This is an optimization exercise on Yosys and OpenROAD, whose aim is small area and a short achievable clock period, not a production implementation. No functional check of the RTL was part of any run shown here. Power figures rest on the tool's default switching activity, not on a simulated workload.

==> flow/design.v (outline; a module is shown in full before it is edited, if it fits) <==
// module DSP: 2857 lines
// module dsp_fa: 6 lines
// module dsp_han: 6 lines
module DSP(A,B,C,D,CLK,CARRYIN,OPMODE,BCIN,RSTA,RSTB,RSTM,RSTP,RSTC,RSTD,RSTCARRYIN,RSTOPMODE,
          CEA,CEB,CEM,CEP,CEC,CED,CECARRYIN,CEOPMODE,PCIN,BCOUT,PCOUT,P,M,CARRYOUT,CARRYOUTF);
  // ...
==> flow/run.sh <==
#!/bin/bash
# synth_recipe.tcl (not shown) runs the flow's synth.tcl, then flattens the netlist and writes it again
# the make line also repeats each setting of config.mk as NAME=value (left out here)
make -C /OpenROAD-flow-scripts/flow DESIGN_CONFIG=/design/flow/config.mk WORK_HOME=/design/flow/orfs CLKGATE_MAP_FILE= SYNTH_SCRIPT=/design/flow/synth_recipe.tcl finish
==> flow/config.mk <==
export PLATFORM = sky130hd
export DESIGN_NAME = DSP
export DESIGN_NICKNAME = DSP
export VERILOG_FILES = /design/flow/design.v
export SDC_FILE = /design/flow/constraint.sdc
export NUM_CORES = 4
export LEC_CHECK = 0
export CAP_MARGIN = 20
export CORE_MARGIN = 2
export CORE_UTILIZATION = 55
export SETUP_SLACK_MARGIN = 3.5
export SLEW_MARGIN = 20
export SYNTH_HIERARCHICAL = 1
export SYNTH_MINIMUM_KEEP_SIZE = 0
==> flow/constraint.sdc <==
create_clock -name core_clock -period 8.0 [get_ports {CLK}]
set_input_delay 1.6000 -clock core_clock [delete_from_list [all_inputs] [get_ports {CLK}]]
set_output_delay 1.6000 -clock core_clock [all_outputs]
set_load 0.01 [all_outputs]
==> reports/qor.csv, run 1 <==
metric,value,unit
p_total,6521,uW
cts.reportedPaths.clkPinSlew,60,ps
nets,3196,
postLayoutSetupSlackWorst,2250,ps
hold_removal_path_class,register to register,
cts_bufs_inserted,29,
synth_warnings,7,
grt-busiest-layer,met2,
max-cap-violations,0,
synth-compound-area-share,0.1246,
ffs_latches,232,
ctsHoldBuffers,0,
area.sequential,6008,sq um
slowest_delay,410,ps
synth-edff-count,135,
cts.repair_timing.setup_buffer_count,73,
die-height,204.9,um
worst_setup_path_end_kind,register,
timing.critical_path.fanout_max,6,
layout.comb_gates.multi_input,1731,
totalNegativeSetupSlack,0,ps
fillerInstances,3063,
swShare,0.3976,
largest_net_degree_at_the_start_of_global_routing,72,
crit_path_end,CYO_r,
non_clk_bufs,468,
setup_viol,0,
core_area,39820,sq um
grt_usage,0.3424,
outcome,finished clean,
clk_network_pwr_share,0.193,
dominant_power_group,combinational cells,
power_in_sequential_cells,1680,uW
multi_input_area_share,0.5539,
dr_total_vias,18690,
grt_pass1_vias,19080,
worst_reg2reg_path_depth,25,
drt_first_iter_violations,1608,
==> run 2, diff against run 1 <==
--- a/flow/config.mk
+++ b/flow/config.mk
@@ -9,4 +9,3 @@
 export CORE_MARGIN = 2
-export CORE_UTILIZATION = 55
-export SETUP_SLACK_MARGIN = 3.5
+export CORE_UTILIZATION = 40
 export SLEW_MARGIN = 20
==> run 2 against run 1 <==
Wire length fell by 0.45%. Die area rose by 37%. Area after synthesis did not move. Critical path depth rose by 3. Cell count rose by 4.1%. Core utilization fell by 21 points. Register-to-register slack got worse by 710 ps. Fmax fell by 11%. Sequential power barely moved. Critical path type unchanged. Highest routed layer is now met5.
==> reports/qor.csv, run 2 <==
metric,value,unit,change
floorplan.die_area,57370,sq um,was 41970 sq um
yosys-top-cells-area,"sky130_fd_sc_hd__fa_1 (24%), sky130_fd_sc_hd__edfxtp_1 (18%), sky130_fd_sc_hd__dfxtp_1 (8.8%), sky130_fd_sc_hd__nand2_1 (7.7%), sky130_fd_sc_hd__ha_1 (6.5%)",,unchanged
power_density,224.0,nW/um^2,was 233.3 nW/um^2
cts_bufs_inserted,30,,was 29
cts.reportedPaths.clkPinSlew,60,ps,about the same
postLayoutSetupSlackWorst,1542,ps,was 2250 ps
io-pin-count,346,,unchanged
outcome,finished clean,,unchanged
critPathSlowestCell,sky130_fd_sc_hd__o2111ai_1,,was sky130_fd_sc_hd__ha_1
synth_fp_nets,2903,,unchanged
clock_tree_from_tritoncts,built,,unchanged
timing.clock.skew,27.02,ps,was 20.02 ps
leading_cell_type_in_the_layout_fill_and_taps_excluded,sky130_fd_sc_hd__nand2_1,,unchanged
yosysMostFrequentCell,sky130_fd_sc_hd__nand2_1,,unchanged
ctsRootBufferMaster,sky130_fd_sc_hd__clkbuf_16,,unchanged
cpMostUsedCell,sky130_fd_sc_hd__o21ai_2,,was sky130_fd_sc_hd__a21oi_2
dp_worst_setup_slack,1603,ps,was 1815 ps
synth-edff-count,135,,unchanged
synth_area,22190,sq um,unchanged
cts.repair_timing.setup_buffer_count,0,,was 73
netlist.area_leader.share,0.2427,,unchanged
insertion_delay,610,ps,was 580 ps
synth_warnings,7,,unchanged
worst-endpoint-required,8490,ps,was 8450 ps
detail-route-antenna-nets,0,,unchanged
min-delay-start,B_r[17],,was D_r[12]
total_number_of_h_tree_levels,1,,unchanged
max-cap-violations,0,,unchanged
ir_worst_vdd,0.0001593,V,was 0.0002128 V
grt_antenna_before_repair,3,,was 0
area.growth.synth_to_final,20.81,%,was 25.97%
ys_async_sr_fraction,0,,unchanged
worst_setup_path_end_kind,register,,unchanged
critical_path_arrival,6950,ps,was 6210 ps
postSynth.topFlopCell,sky130_fd_sc_hd__edfxtp_1,,unchanged
vias_per_cell,5.446,,was 5.904
globalplace.congestion,0.8744,,was 0.9132
cts_repair_resize_count,0,,was 152
worstMarginPinSlew,1114,ps,was 1098 ps
firstDrtPassIters,7,,was 6
wire_per_inst,22.13,um,was 23.15 um
setup_viol,0,,unchanged
die_x,239.5,um,was 204.9 um
crit-reg2reg-launch,MS_r[1],,was MC_r[17]
worst_path_buf_inv,1,,was 0
post-route-drc-count,0,,unchanged
largest_registers,"C_r: 48 flops, P_r: 48 flops, MS_r: 35 flops",,unchanged
grt_pass1_wl,110.9,mm,was 109.4 mm
synth-seq-area-share,0.2702,,unchanged
worst_slew_margin_rel,0.2549,,was 0.2659
die-height,239.5,um,was 204.9 um
tritoncts_num_sinks,232,,unchanged
hold_removal_path_class,register to register,,unchanged
port-buffer-count,326,,unchanged
nets,3100,,was 3196
grt_usage,0.2542,,was 0.3424
power.leakage,0.009926,uW,was 0.01067 uW
grt_overflow_total,0,,unchanged
mapped_cells,2325,,unchanged
post-dp-hpwl,53.44,mm,was 50.33 mm
fillerInstances,5084,,was 3063
post_detailed_routing_wire_length,72.94,mm,was 73.27 mm
row_count,86,,was 73
largest_net_degree_at_the_start_of_global_routing,72,,unchanged
mostFrequentLayoutCells,"sky130_fd_sc_hd__nand2_1 (456), sky130_fd_sc_hd__clkdlybuf4s50_1 (322), sky130_fd_sc_hd__fa_1 (269)",,"was sky130_fd_sc_hd__nand2_1 (454), sky130_fd_sc_hd__clkdlybuf4s50_1 (291), sky130_fd_sc_hd__fa_1 (265)"
grt_pass1_vias,18590,,was 19080
yosys.area.top_type,sky130_fd_sc_hd__fa_1,,unchanged
crit_start,MS_r[1],,was MC_r[17]
report.final.hold_viol_count,0,,unchanged
totalNegativeSetupSlack,0,ps,unchanged
timing.setup.critical_path_class,register to register,,unchanged
slowest_delay,450,ps,was 410 ps
drt_first_iter_violations,1352,,was 1608
core_area,54990,sq um,was 39820 sq um
ctsHoldBuffers,0,,unchanged
timing.critical_path.fanout_max,5,,was 6
start_util,0.4036,,was 0.5572
cts-root-to-sink-buffers,3,,unchanged
max_clock_freq,0.1548,GHz,was 0.1739 GHz
synth_cell_type_count,71,,unchanged
layout_min_cycle_time,6458,ps,was 5750 ps
post-route-period-util,0.8072,,was 0.7188
max_slew_violation_count,0,,unchanged
post_route_cells_drive_above_1_share,0.04792,,was 0.1375
setup_repair_after_global_routing_missed_its_margin,false,,was true
dr_total_vias,17950,,was 18690
synth_seq_cells,232,,unchanged
cp-start-kind,register,,unchanged
syn_avg_cell_area,9.544,sq um,unchanged
synth_common_cells,"sky130_fd_sc_hd__nand2_1 (456), sky130_fd_sc_hd__fa_1 (269), sky130_fd_sc_hd__nor2_1 (156)",,unchanged
worst_path_dominant_cell_family,compound AO/OA/AOI/OAI gates,,unchanged
run 2: changes by cell type in the layout (fill, tap and decap cells not counted), moves of 11 or more:
cell,before,now
sky130_fd_sc_hd__nor2_1,141,156
sky130_fd_sc_hd__nor2_2,11,0
sky130_fd_sc_hd__a21oi_1,38,67
sky130_fd_sc_hd__buf_4,127,47
sky130_fd_sc_hd__buf_6,20,0
sky130_fd_sc_hd__clkdlybuf4s50_1,291,322
sky130_fd_sc_hd__xnor2_2,12,0
sky130_fd_sc_hd__xnor2_1,59,71
sky130_fd_sc_hd__a21oi_2,26,3
run 2: report_power, final:
group          internal [uW]  switching [uW]  total, uW
clock                    838             560       1400
combinational           1260            1660       2920
sequential              1540             148       1690
total                   3630            2370       6010
run 2: worst paths after layout:
check	slack (ps)	end	cells past startpoint
max reg2reg	1540	CYO_r	28
min	490	B_r[17]	2
min reg2reg	490	B_r[17]	2
max	1540	CYO_r	28
run 2: metrics by stage:
stage / utilization / std cells / cell area, sq um / total power [uW] / hold WS, ps
floorplan: - / 2325 / 22190 / 3556 / 426.5
global placement: 0.4686 / 3238 / 25770 / 4540 / 478.7
detailed placement: 0.4688 / 3238 / 25780 / 4613 / 485.8
CTS: 0.4875 / 3294 / 26800 / 6033 / 494.4
global route: 0.4876 / 3296 / 26810 / 6441 / 533.1
finish: 0.4876 / 3296 / 26810 / 6005 / 488.2
run 2: worst reg2reg max path: cells and delay by family (launching register included):
family | cells | cell delay [ps]
AND/OR/NAND/NOR | 3 | 260
buffers and inverters | 1 | 70
adder cells (fa/ha/maj) | 3 | 1000
AO/OA/AOI/OAI | 18 | 4090
flip-flops | 1 | 390
XOR/XNOR | 3 | 510
run 2: per-layer routing:
metal / GRT usage / wire [um] / vias to the layer above
met1: 0.3380 / 30890 / 8887
li1: - / - / 8073
met5: 0 / 13 / -
met4: 0.09053 / 2541 / 2
met3: 0.05048 / 5952 / 148
met2: 0.4120 / 33550 / 839
run 2: cell type report:
| cell class | instances | area [sq um] | share of cell area |
|---|---|---|---|
| inverter | 156 | 585.6 | 0.02184 |
| antenna | 2 | 5.005 | 0.0001867 |
| clock inverter | 12 | 130.1 | 0.004854 |
| clock buffer | 44 | 895.9 | 0.03342 |
| sequential | 232 | 6003 | 0.2239 |
| tap | 748 | 935.9 | 0.03491 |
| multi-input combinational | 1729 | 14660 | 0.5467 |
| timing repair buffer | 373 | 3596 | 0.1341 |
run 2: cell families after synthesis:
logic type | Yosys count | synth area share
AND/OR/NAND/NOR | 718 | 0.1330
AO/OA/AOI/OAI | 400 | 0.1246
adder cells (fa/ha/maj) | 384 | 0.3075
buffers and inverters | 364 | 0.07037
flip-flops | 232 | 0.2702
XOR/XNOR | 146 | 0.05763
multiplexers | 81 | 0.03671
run 2: Yosys stat by module, one instance, submodules excluded:
module | cells inside | cell area, sq um | times used
DSP | 1985 | 16620 | 1
dsp_fa | 1 | 20.02 | 255
dsp_han | 5 | 27.53 | 17

==> re-timing with driven ports <==
The flow's constraints put no driver on any port. The routed layouts listed below were extracted and timed again, unchanged, in two steps.
Step 1 (the two cells are an assumption about what drives the block):
set clk [get_ports {CLK}]
set_driving_cell -lib_cell sky130_fd_sc_hd__clkbuf_16 $clk
set_driving_cell -lib_cell sky130_fd_sc_hd__buf_2 [delete_from_list [all_inputs] $clk]
Step 2 adds t to the input delays and takes it off the output delays; t is the mean of the earliest and latest rising clock arrival at the registers after step 1. Input paths then give back, and output paths get back, about the clock's delay inside the block.
a / b / c = no drivers / after step 1 / after step 2; a / b = the first two.
| run | shift t [ns] | setup slack, ns | worst setup path after step 2 |
|---|---|---|---|
| run 1 | 0.624 | 2.250 / 2.250 / 2.250 | register to register |
| run 2 | 0.655 | 1.542 / 1.542 / 1.542 | register to register |
After both steps every run listed still meets setup and hold.
